What follows belongs to an exercise in optimizing a design on an open flow for small area; a production flow would make more cautious choices.
Only simulation tests tie the RTL to the original design; equivalence was not proved.
Power is estimated from default activity; no workload was simulated.

try-ember:
// glitch_and_exi
module glitch_and_exi (
	input  CLK,
	input  rst,  
	output TX,
	input RX,
	output LED1,
	output LED2,
	output LED3,
	output LED4,
	output LED5,
	input BTN1,
	input BTN2,
	input BTN3,
	output LEDR_N,
	output LEDG_N,
	input P1A9_in,
	output P1A9_out, P1A9_oe,
	input P1A1, P1A3, P1A4, P1A7, P1A8, P1A2, P1A10,
	input P1B1_in,  
	output P1B1_out, P1B1_oe,  
	output P1B3_oe,  
	input P1B7  
);
Size: about 2400 cells after synthesis, about 680 flip-flops.
clock: 10.0 ns
lec_check: 0
cap_margin: 0
cell_pad_in_sites_detail_placement: 1
cell_pad_in_sites_global_placement: 2
core_margin: 2
core_utilization: 30
place_density: 0.4
slew_margin: 0
standard.sh (not shown) runs the stock make flow with config.mk's settings and CLKGATE_MAP_FILE= SYNTH_SCRIPT=/design/flow/synth_recipe.tcl, a recipe that flattens the netlist after the stock synthesis.
==> flow/flow/run.sh <==
#!/bin/bash
# Standard ORFS layout with three changes:
#  - synthesis maps with an area-oriented ABC script (&nf); all other
#    synthesis passes, flattening and renaming are the standard ones;
#  - CTS uses clkbuf_8 leaf clusters of up to 15 sinks (70 um) and no dummy loads;
#  - port buffers are buf_1 cells.
set -euo pipefail
HERE=$(pwd)
rm -rf "$HERE/myscripts"
cp -r "$FLOW_HOME/scripts" "$HERE/myscripts"
cp "$HERE/flow/abc_map.script" "$HERE/myscripts/abc_speed.script"
cp "$HERE/flow/abc_map.script" "$HERE/myscripts/abc_area.script"
bash standard.sh SCRIPTS_DIR="$HERE/myscripts" synth > "$HERE/synth.log" 2>&1
export CTS_ARGS="-sink_clustering_enable -repair_clock_nets -dont_use_dummy_load -buf_list sky130_fd_sc_hd__clkbuf_8 -sink_clustering_size 15 -sink_clustering_max_diameter 70"
export BUFFER_PORTS_ARGS="-buffer_cell sky130_fd_sc_hd__buf_1"
bash standard.sh finish > "$HERE/layout.log" 2>&1
==> flow/flow/abc_map.script <==
strash
&get -n
&st
&dch
&nf -R 1000
&put
topo
Edits applied to the flow inputs when going from try-ember to try-maple:
# try-ember
export LEC_CHECK = 0
export CAP_MARGIN = 0
export CELL_PAD_IN_SITES_DETAIL_PLACEMENT = 1
export CELL_PAD_IN_SITES_GLOBAL_PLACEMENT = 2
export CORE_MARGIN = 2
export CORE_UTILIZATION = 30
export PLACE_DENSITY = 0.4
export SLEW_MARGIN = 0
create_clock -name core_clock -period 10.0 [get_ports {CLK}]
# try-maple
export LEC_CHECK = 0
export CAP_MARGIN = 0
export CELL_PAD_IN_SITES_DETAIL_PLACEMENT = 1
export CELL_PAD_IN_SITES_GLOBAL_PLACEMENT = 2
export CORE_MARGIN = 2
export CORE_UTILIZATION = 30
export PLACE_DENSITY = 0.5
export SLEW_MARGIN = 0
create_clock -name core_clock -period 10.0 [get_ports {CLK}]
==> comparison <==
- Going from try-ember to try-maple, floorplan die width comparable, slew of the pin with the lowest slew margin held steady, number of setup violations in the final report essentially unchanged, layout overhead on the synthesized area did not really move, final area ~0 delta.
- As far as clock net sink count is concerned, try-maple and try-ember perform about the same.
- Going from try-ember to try-maple, clock-buffer cell count flat, length of routed wiring on met1 did not really move.
For try-onyx, these inputs were changed with respect to try-maple:
# try-maple
export LEC_CHECK = 0
export CAP_MARGIN = 0
export CELL_PAD_IN_SITES_DETAIL_PLACEMENT = 1
export CELL_PAD_IN_SITES_GLOBAL_PLACEMENT = 2
export CORE_MARGIN = 2
export CORE_UTILIZATION = 30
export PLACE_DENSITY = 0.5
export SLEW_MARGIN = 0
create_clock -name core_clock -period 10.0 [get_ports {CLK}]
# try-onyx
export LEC_CHECK = 0
export CAP_MARGIN = 0
export CELL_PAD_IN_SITES_DETAIL_PLACEMENT = 1
export CELL_PAD_IN_SITES_GLOBAL_PLACEMENT = 2
export CORE_MARGIN = 2
export CORE_UTILIZATION = 30
export PLACE_DENSITY = 0.4
export SLEW_MARGIN = 0
create_clock -name core_clock -period 10.0 [get_ports {CLK}]
==> flow/flow/abc_map.script <==
strash
&get -n
&st
&dc2
&dch
&nf -p -R 2000
&put
topo
Results
For the final worst-path setup slack, try-onyx came in 0.69 ns higher than try-maple did.
[compare] base=try-maple new=try-onyx: portion of the clock cycle consumed by the worst path in the final layout shrank by 6.9 points; full die area grew by about 0.4%; critical path data required time grew by 0.02 ns.
--- input diff try-onyx..try-harbor ---
# try-onyx
export LEC_CHECK = 0
export CAP_MARGIN = 0
export CELL_PAD_IN_SITES_DETAIL_PLACEMENT = 1
export CELL_PAD_IN_SITES_GLOBAL_PLACEMENT = 2
export CORE_MARGIN = 2
export CORE_UTILIZATION = 30
export PLACE_DENSITY = 0.4
export SLEW_MARGIN = 0
create_clock -name core_clock -period 10.0 [get_ports {CLK}]
# try-harbor
export LEC_CHECK = 0
export CAP_MARGIN = 0
export CELL_PAD_IN_SITES_DETAIL_PLACEMENT = 1
export CELL_PAD_IN_SITES_GLOBAL_PLACEMENT = 2
export CORE_MARGIN = 2
export CORE_UTILIZATION = 30
export GPL_TIMING_DRIVEN = 0
export PLACE_DENSITY = 0.4
export SLEW_MARGIN = 0
create_clock -name core_clock -period 10.0 [get_ports {CLK}]
==> flow/flow/abc_map.script <==
strash
&get -n
&st
&dch
&nf -R 1000
&put
topo
--- outcome ---
- try-onyx vs try-harbor, destination of the critical timing path: hist[502] vs hist_len[7]
- Re inverter count: try-onyx was lower than try-harbor.
- try-harbor vs. try-onyx: first-pass GRT wire length decreased about 2%; core utilization climbed 1.2 points; relative contribution of sequential cells to total power down 0.8 points; ratio of routed vias to standard cells -0.033; fmax went down.
[inputs] try-violet vs try-harbor
# try-harbor
export LEC_CHECK = 0
export CAP_MARGIN = 0
export CELL_PAD_IN_SITES_DETAIL_PLACEMENT = 1
export CELL_PAD_IN_SITES_GLOBAL_PLACEMENT = 2
export CORE_MARGIN = 2
export CORE_UTILIZATION = 30
export GPL_TIMING_DRIVEN = 0
export PLACE_DENSITY = 0.4
export SLEW_MARGIN = 0
create_clock -name core_clock -period 10.0 [get_ports {CLK}]
# try-violet
export LEC_CHECK = 0
export CAP_MARGIN = 0
export CELL_PAD_IN_SITES_DETAIL_PLACEMENT = 1
export CELL_PAD_IN_SITES_GLOBAL_PLACEMENT = 2
export CORE_MARGIN = 2
export CORE_UTILIZATION = 30
export PLACE_DENSITY = 0.4
export SLEW_MARGIN = 0
create_clock -name core_clock -period 10.0 [get_ports {CLK}]
==> flow/flow/run.sh <==
#!/bin/bash
# Standard ORFS layout with three changes:
#  - synthesis maps with an area-oriented ABC script (&nf); all other
#    synthesis passes, flattening and renaming are the standard ones;
#  - CTS uses clkbuf_8 leaf clusters of up to 12 sinks (80 um) and no dummy loads;
#  - port buffers are buf_1 cells.
set -euo pipefail
HERE=$(pwd)
rm -rf "$HERE/myscripts"
cp -r "$FLOW_HOME/scripts" "$HERE/myscripts"
cp "$HERE/flow/abc_map.script" "$HERE/myscripts/abc_speed.script"
cp "$HERE/flow/abc_map.script" "$HERE/myscripts/abc_area.script"
bash standard.sh SCRIPTS_DIR="$HERE/myscripts" synth > "$HERE/synth.log" 2>&1
export CTS_ARGS="-sink_clustering_enable -repair_clock_nets -dont_use_dummy_load -buf_list sky130_fd_sc_hd__clkbuf_8 -sink_clustering_size 12 -sink_clustering_max_diameter 80"
export BUFFER_PORTS_ARGS="-buffer_cell sky130_fd_sc_hd__buf_1"
bash standard.sh finish > "$HERE/layout.log" 2>&1
Core utilization: try-violet lower than try-harbor. Going from try-harbor to try-violet, global-route wire length before repair has increased, fraction of standard cell area that is sequential saw an increase, clock group share of total power picked up an extra 2.3 points. Of try-violet and try-harbor, the run reporting the higher total power was try-violet.
## Diff of input files: try-juniper against try-violet
==> flow/flow/abc_map.script <==
strash
&get -n
&st
&dc2
&dch
&nf -p -R 2000
&put
topo
On via count, try-violet beats try-juniper.
try-juniper against try-violet: sequential power held steady, final routed wire length divided by cell count shrank by about 0.4%, wire length grew by 0.39%.
try-juniper vs try-violet: total power after layout down slightly
Side by side, maximum number of pins on one net before global-route repair turned out higher in try-juniper than in try-violet.
Initial antenna violation count, try-juniper and try-violet: smaller value in try-juniper
try-violet → try-juniper: remaining routing DRC violations ~0 delta; worst reg-to-reg setup slack went up 0.27 ns; synthesized cell count higher; arithmetic-cell share of the synthesized area counting full adders, half adders and majority gates was more or less identical.

what the ideal ports hide:
No port has a modelled driver above. Below, the same layouts with a new extraction and two added sets of constraints.
Step 1 sets driving cells, clkbuf_16 on the clock port and buf_2 on the other inputs (assumed; they add their load-dependent delay and slew).
Step 2 adds t to the input delays and takes it off the output delays; t is the mean of the earliest and latest rising clock arrival at the registers after step 1. Input paths then give back, and output paths get back, about the clock's delay inside the block.
Three values: no drivers, after step 1, after step 2; two values: the first two.
run	t (ns)	slack for setup (ns)	worst setup path at the end	worst data-port slew with drivers (ns)	pins driven straight from the clock port
try-ember	0.770	3.805 / 3.851 / 3.081	input to register	0.03	1
try-maple	0.770	3.805 / 3.851 / 3.081	input to register	0.03	1
try-onyx	0.748	4.498 / 4.533 / 3.785	input to register	0.04	1
try-harbor	0.747	3.462 / 3.500 / 2.753	input to register	0.03	1
try-violet	0.722	3.755 / 3.792 / 3.071	input to register	0.03	1
try-juniper	0.716	4.560 / 4.596 / 3.880	input to register	0.04	1
After both steps setup and hold are still met in every run listed.
